Context: an optimization exercise on an open-source flow, tuned for small area, a short achievable clock period and few clock cycles per item. The choices shown serve that exercise and are no tape-out recipe. Where RTL was checked, it was by simulation tests only, not by an equivalence proof against the original.

== try-tundra ==
// CordicAccelerator
module CordicAccelerator(
  input         clock,
  input         reset,
  input         cmd_valid,
  output        cmd_ready,
  input  [6:0]  cmd_funct,
  input  [4:0]  cmd_rd,
  input  [63:0] cmd_rs1,
  input  [63:0] cmd_rs2,
  output        resp_valid,
  input         resp_ready,
  output [4:0]  resp_rd,
  output [63:0] resp_data,
  output        busy
);
  function [31:0] addc(input [31:0] a, input [31:0] b, input c);
    reg [31:0] g, p, gg, pp, gn, pn;
    integer k, l;
    begin
      g = a & b;
      p = a ^ b;
      gg = g;
      pp = p;
      gg[0] = g[0] | (p[0] & c);
      pp[0] = 1'b0;
      gg[1] = g[1] | (p[1] & ~(~a[0] | ~b[0])) | (p[1] & p[0] & c);
      pp[1] = 1'b0;
      for (l = 0; l < 5; l = l + 1) begin
        gn = gg;
        pn = pp;
        for (k = 2; k < 32; k = k + 1)
          if (k[l]) begin
            gn[k] = gg[k] | (pp[k] & gg[((k >> l) << l) - 1]);
            pn[k] = pp[k] & pp[((k >> l) << l) - 1];
          end
        gg = gn;
        pp = pn;
      end
      addc = p ^ {gg[30:0], c};
    end
  endfunction
  wire recirc;    
  wire [31:0] res;
  wire [4:0] end_rd;
  wire take;      
  assign cmd_ready = take;
  wire accept = cmd_valid & take;
  wire [31:0] z0 = cmd_rs2[31:0];
  wire z0_fits = (z0[31:17] == {15{z0[31]}});
  wire [17:0] zc0 = z0_fits ? z0[17:0] : {z0[31], {17{~z0[31]}}};
  wire d1 = zc0[17];
  wire [17:0] zs2 = d1 ? zc0 + 18'd51472 : zc0 - 18'd51472;
  wire [16:0] z3 = (zs2[17:16] == {2{zs2[17]}}) ? zs2[16:0] : {zs2[17], {16{~zs2[17]}}};
  wire d6 = z0[31] ? ($signed(z0) < -32'sd51472) : ($signed(z0) < 32'sd51472);
  wire [31:0] x4 = cmd_rs1[31:0];
  ...
Size in the first run: roughly 14000 cells after synthesis, roughly 2500 flip-flops, ~220 I/O pins.
clock: 6.0 ns
lec_check: 0
cap_margin: 20
core_margin: 2
core_utilization: 60
cts_buf_list: sky130_fd_sc_hd__clkbuf_8 sky130_fd_sc_hd__clkbuf_16
cts_cluster_diameter: 80
cts_cluster_size: 30
gpl_routability_driven: 0
setup_slack_margin: 2.5
slew_margin: 20
run.sh (not shown) runs the stock make flow with config.mk's settings and CLKGATE_MAP_FILE= SYNTH_SCRIPT=/design/flow/synth_recipe.tcl, a recipe that flattens the netlist after the stock synthesis.
Testbench counts of try-tundra, summed over its fixed seeds: cycles 1,856, items 1,600.
Inputs modified between try-tundra and try-maple:
--- a/flow/design.v
+++ b/flow/design.v
@@ -16,26 +16,24 @@
   function [31:0] addc(input [31:0] a, input [31:0] b, input c);
     reg [31:0] g, p, gg, pp, gn, pn;
     integer k, l;
     begin
       g = a & b;
       p = a ^ b;
       gg = g;
       pp = p;
       gg[0] = g[0] | (p[0] & c);
       pp[0] = 1'b0;
-      gg[1] = g[1] | (p[1] & ~(~a[0] | ~b[0])) | (p[1] & p[0] & c);
-      pp[1] = 1'b0;
       for (l = 0; l < 5; l = l + 1) begin
         gn = gg;
         pn = pp;
-        for (k = 2; k < 32; k = k + 1)
+        for (k = 0; k < 32; k = k + 1)
           if (k[l]) begin
             gn[k] = gg[k] | (pp[k] & gg[((k >> l) << l) - 1]);
             pn[k] = pp[k] & pp[((k >> l) << l) - 1];
           end
         gg = gn;
         pp = pn;
       end
       addc = p ^ {gg[30:0], c};
     end
   endfunction
Results
try-maple and try-tundra ended up with nearly the same via count.
Max die height across try-maple and try-tundra: try-tundra
The higher synthesis-to-layout area growth of try-maple and try-tundra is in try-maple.
Summary of try-maple over try-tundra: critical path depth now larger, worst hold slack after final layout comparable.
Higher cell area after layout was reported by try-maple, not try-tundra.
Fraction of area in multi-input gates in try-maple is 1.1 points below try-tundra.
From try-tundra to try-maple the numbers moved as follows: routed wire length did not really move.
Testbench counts of try-maple, summed over its fixed seeds: cycles 1,856, items 1,600.


CordicAccelerator, a different RTL version from the one above (not shown whole).
For scale: about 130000 um2 of cells after synthesis.
clock: 6.0 ns
lec_check: 0
cap_margin: 20
core_margin: 2
core_utilization: 60
cts_buf_list: sky130_fd_sc_hd__clkbuf_4 sky130_fd_sc_hd__clkbuf_8
setup_slack_margin: 2.5
slew_margin: 20
The starting point finished with setup timing left.
Change:
--- a/flow/design.v
+++ b/flow/design.v
@@ -671,34 +671,47 @@
     p29_x <= x218;
     p29_y <= yt219;
     p29_rd <= p28_rd;
     p29_fn <= p28_fn;
     p29_dn <= p28_dn;
     p29_d <= p28_d;
   end
-  wire [31:0] y29 = p29_y ^ {32{~p29_d}};
-  wire [31:0] em = p29_fn ? y29 : p29_x;
-  wire [31:0] eo = p29_fn ? p29_x : y29;
-  wire etn = ~(p29_fn ^ p29_d);   
-  wire [4:0] em3 = {{2{em[31]}}, em[31:29]};
-  wire [4:0] eo3 = {{2{eo[31]}}, eo[31:29]};
-  wire [4:0] ea = etn ? -eo3 : eo3;
-  wire [4:0] eb = etn ? em3 : -em3;
-  wire [31:0] em30 = em + {{27{ea[4]}}, ea};
-  wire [31:0] eo30 = eo + {{27{eb[4]}}, eb};
-  wire [4:0] em2 = {{3{em30[31]}}, em30[31:30]};
-  wire [4:0] ev = etn ? em2 : -em2;
-  wire [4:0] ebv = eb + ev;
-  wire [31:0] eo31 = eo + {{27{ebv[4]}}, ebv};
-  wire [4:0] eq = {{3{eo30[31]}}, eo30[31:30]} - {4'b0000, eo31[31]};
-  wire [4:0] ee = p29_dn ? 5'd0 : (etn ? -eq : eq);
-  wire [4:0] eae = ea + ee;
-  assign res = em + {{27{eae[4]}}, eae};
-  assign end_rd = p29_rd;
-  wire end_v = p29_v;
+  wire [31:0] ys226 = $signed(p29_y) >>> 29;
+  wire [31:0] xs227 = $signed(p29_x) >>> 29;
+  wire [31:0] x224 = addc(p29_x, ys226, ~p29_d);
+  wire [31:0] xg229 = xs227 & {32{~p29_dn}};
+  wire [31:0] u228 = addc(p29_y, ~xg229, 1'b1);
+  wire [31:0] yt225 = u228 ^ {32{p29_d ^ p29_d}};
+  reg [31:0] p30_x, p30_y;
+  reg [4:0] p30_rd;
+  reg p30_fn, p30_dn, p30_v;
+  reg p30_d;
+  always @(posedge clock) begin
+    if (reset) p30_v <= 1'b0;
+    else p30_v <= p29_v;
+    p30_x <= x224;
+    p30_y <= yt225;
+    p30_rd <= p29_rd;
+    p30_fn <= p29_fn;
+    p30_dn <= p29_dn;
+    p30_d <= p29_d;
+  end
+  wire [31:0] y30 = p30_y ^ {32{~p30_d}};
+  wire [31:0] em = p30_fn ? y30 : p30_x;
+  wire [31:0] eo = p30_fn ? p30_x : y30;
+  wire etn = ~(p30_fn ^ p30_d);   
+  wire [3:0] etm = {{2{em[31]}}, em[31:30]};
+  wire [3:0] eto = {{2{eo[31]}}, eo[31:30]};
+  wire [3:0] ev = etn ? etm : -etm;
+  wire [31:0] eo31 = eo + {{28{ev[3]}}, ev};
+  wire [3:0] eq = eto - {3'b000, eo31[31]};
+  wire [3:0] edl = p30_dn ? 4'd0 : (etn ? -eq : eq);
+  assign res = em + {{28{edl[3]}}, edl};
+  assign end_rd = p30_rd;
+  wire end_v = p30_v;
   reg [31:0] h_data, k_data;
   reg [4:0] h_rd, k_rd;
   reg hv, kv, busy_r;
   reg blocked;
   reg [4:0] wait_n;
   wire wait_0 = (wait_n == 5'd0);
   wire push = end_v & ~(hv & kv) & (~blocked | wait_0);
@@ -733,15 +746,16 @@
       p21_v |
       p22_v |
       p23_v |
       p24_v |
       p25_v |
       p26_v |
       p27_v |
-      p28_v;
+      p28_v |
+      p29_v;
   always @(posedge clock) begin
     if (reset) begin
       hv <= 1'b0;
       kv <= 1'b0;
       busy_r <= 1'b0;
       blocked <= 1'b0;
     end else begin
@@ -750,15 +764,15 @@
       busy_r <= inflight_n;
       if (recirc & (~blocked | wait_0))
         blocked <= 1'b1;
       else if (push & blocked)
         blocked <= 1'b0;
     end
     if (recirc & (~blocked | wait_0))
-      wait_n <= 5'd28;
+      wait_n <= 5'd29;
     else
       wait_n <= wait_n - 5'd1;
     if (h_load) begin
       h_data <= kv ? k_data : res;
       h_rd <= kv ? k_rd : end_rd;
     end
     if (h_load ? kv : ~kv) begin
What happened:
- The changed run produced a layout that fails on setup timing
- cell count decreases by a few percent
- synthesized area increases slightly
- routed wire length increases by a few percent
- hold slack loses 0.035 ns
- utilization decreases by 1.3 points
- via count decreases slightly
Function was not checked in any run of this note: the RTL went through the layout flow alone.

## port drivers added, routing unchanged
In the flow no input, the clock included, has a driving cell. The finished layouts below were timed again as built, in two steps.
Step 1 sets driving cells, clkbuf_16 on the clock port and buf_2 on the other inputs (assumed; they add their load-dependent delay and slew).
Step 2 also shifts input and output timing later by t, the mid clock arrival at the registers, as if the neighbouring blocks saw the same clock.
Slacks: ideal ports / drivers / drivers and shift; pairs: ideal ports / drivers.
| run | t, ns | slack for setup (ns) | hold WS [ns] | worst register clock-pin slew, ns | pins driven straight from the clock port |
|---|---|---|---|---|---|
| try-tundra | 0.929 | 2.440 / 2.440 / 1.703 | 0.323 / 0.323 / 0.323 | 0.11 / 0.11 | 1 |
| try-maple | 0.919 | 2.384 / 2.384 / 1.797 | 0.325 / 0.325 / 0.325 | 0.11 / 0.11 | 1 |
| the first run of note 2 | 1.133 | -6.112 / -6.112 / -6.112 | 0.310 / 0.310 / 0.310 | 0.07 / 0.07 | 1 |
| the second run of note 2 | 1.157 | -0.360 / -0.360 / -0.360 | 0.275 / 0.275 / 0.275 | 0.07 / 0.07 | 1 |
The setup slack of try-tundra, which loses most, moves by 0.000 ns with the drivers and by -0.737 ns with both steps.
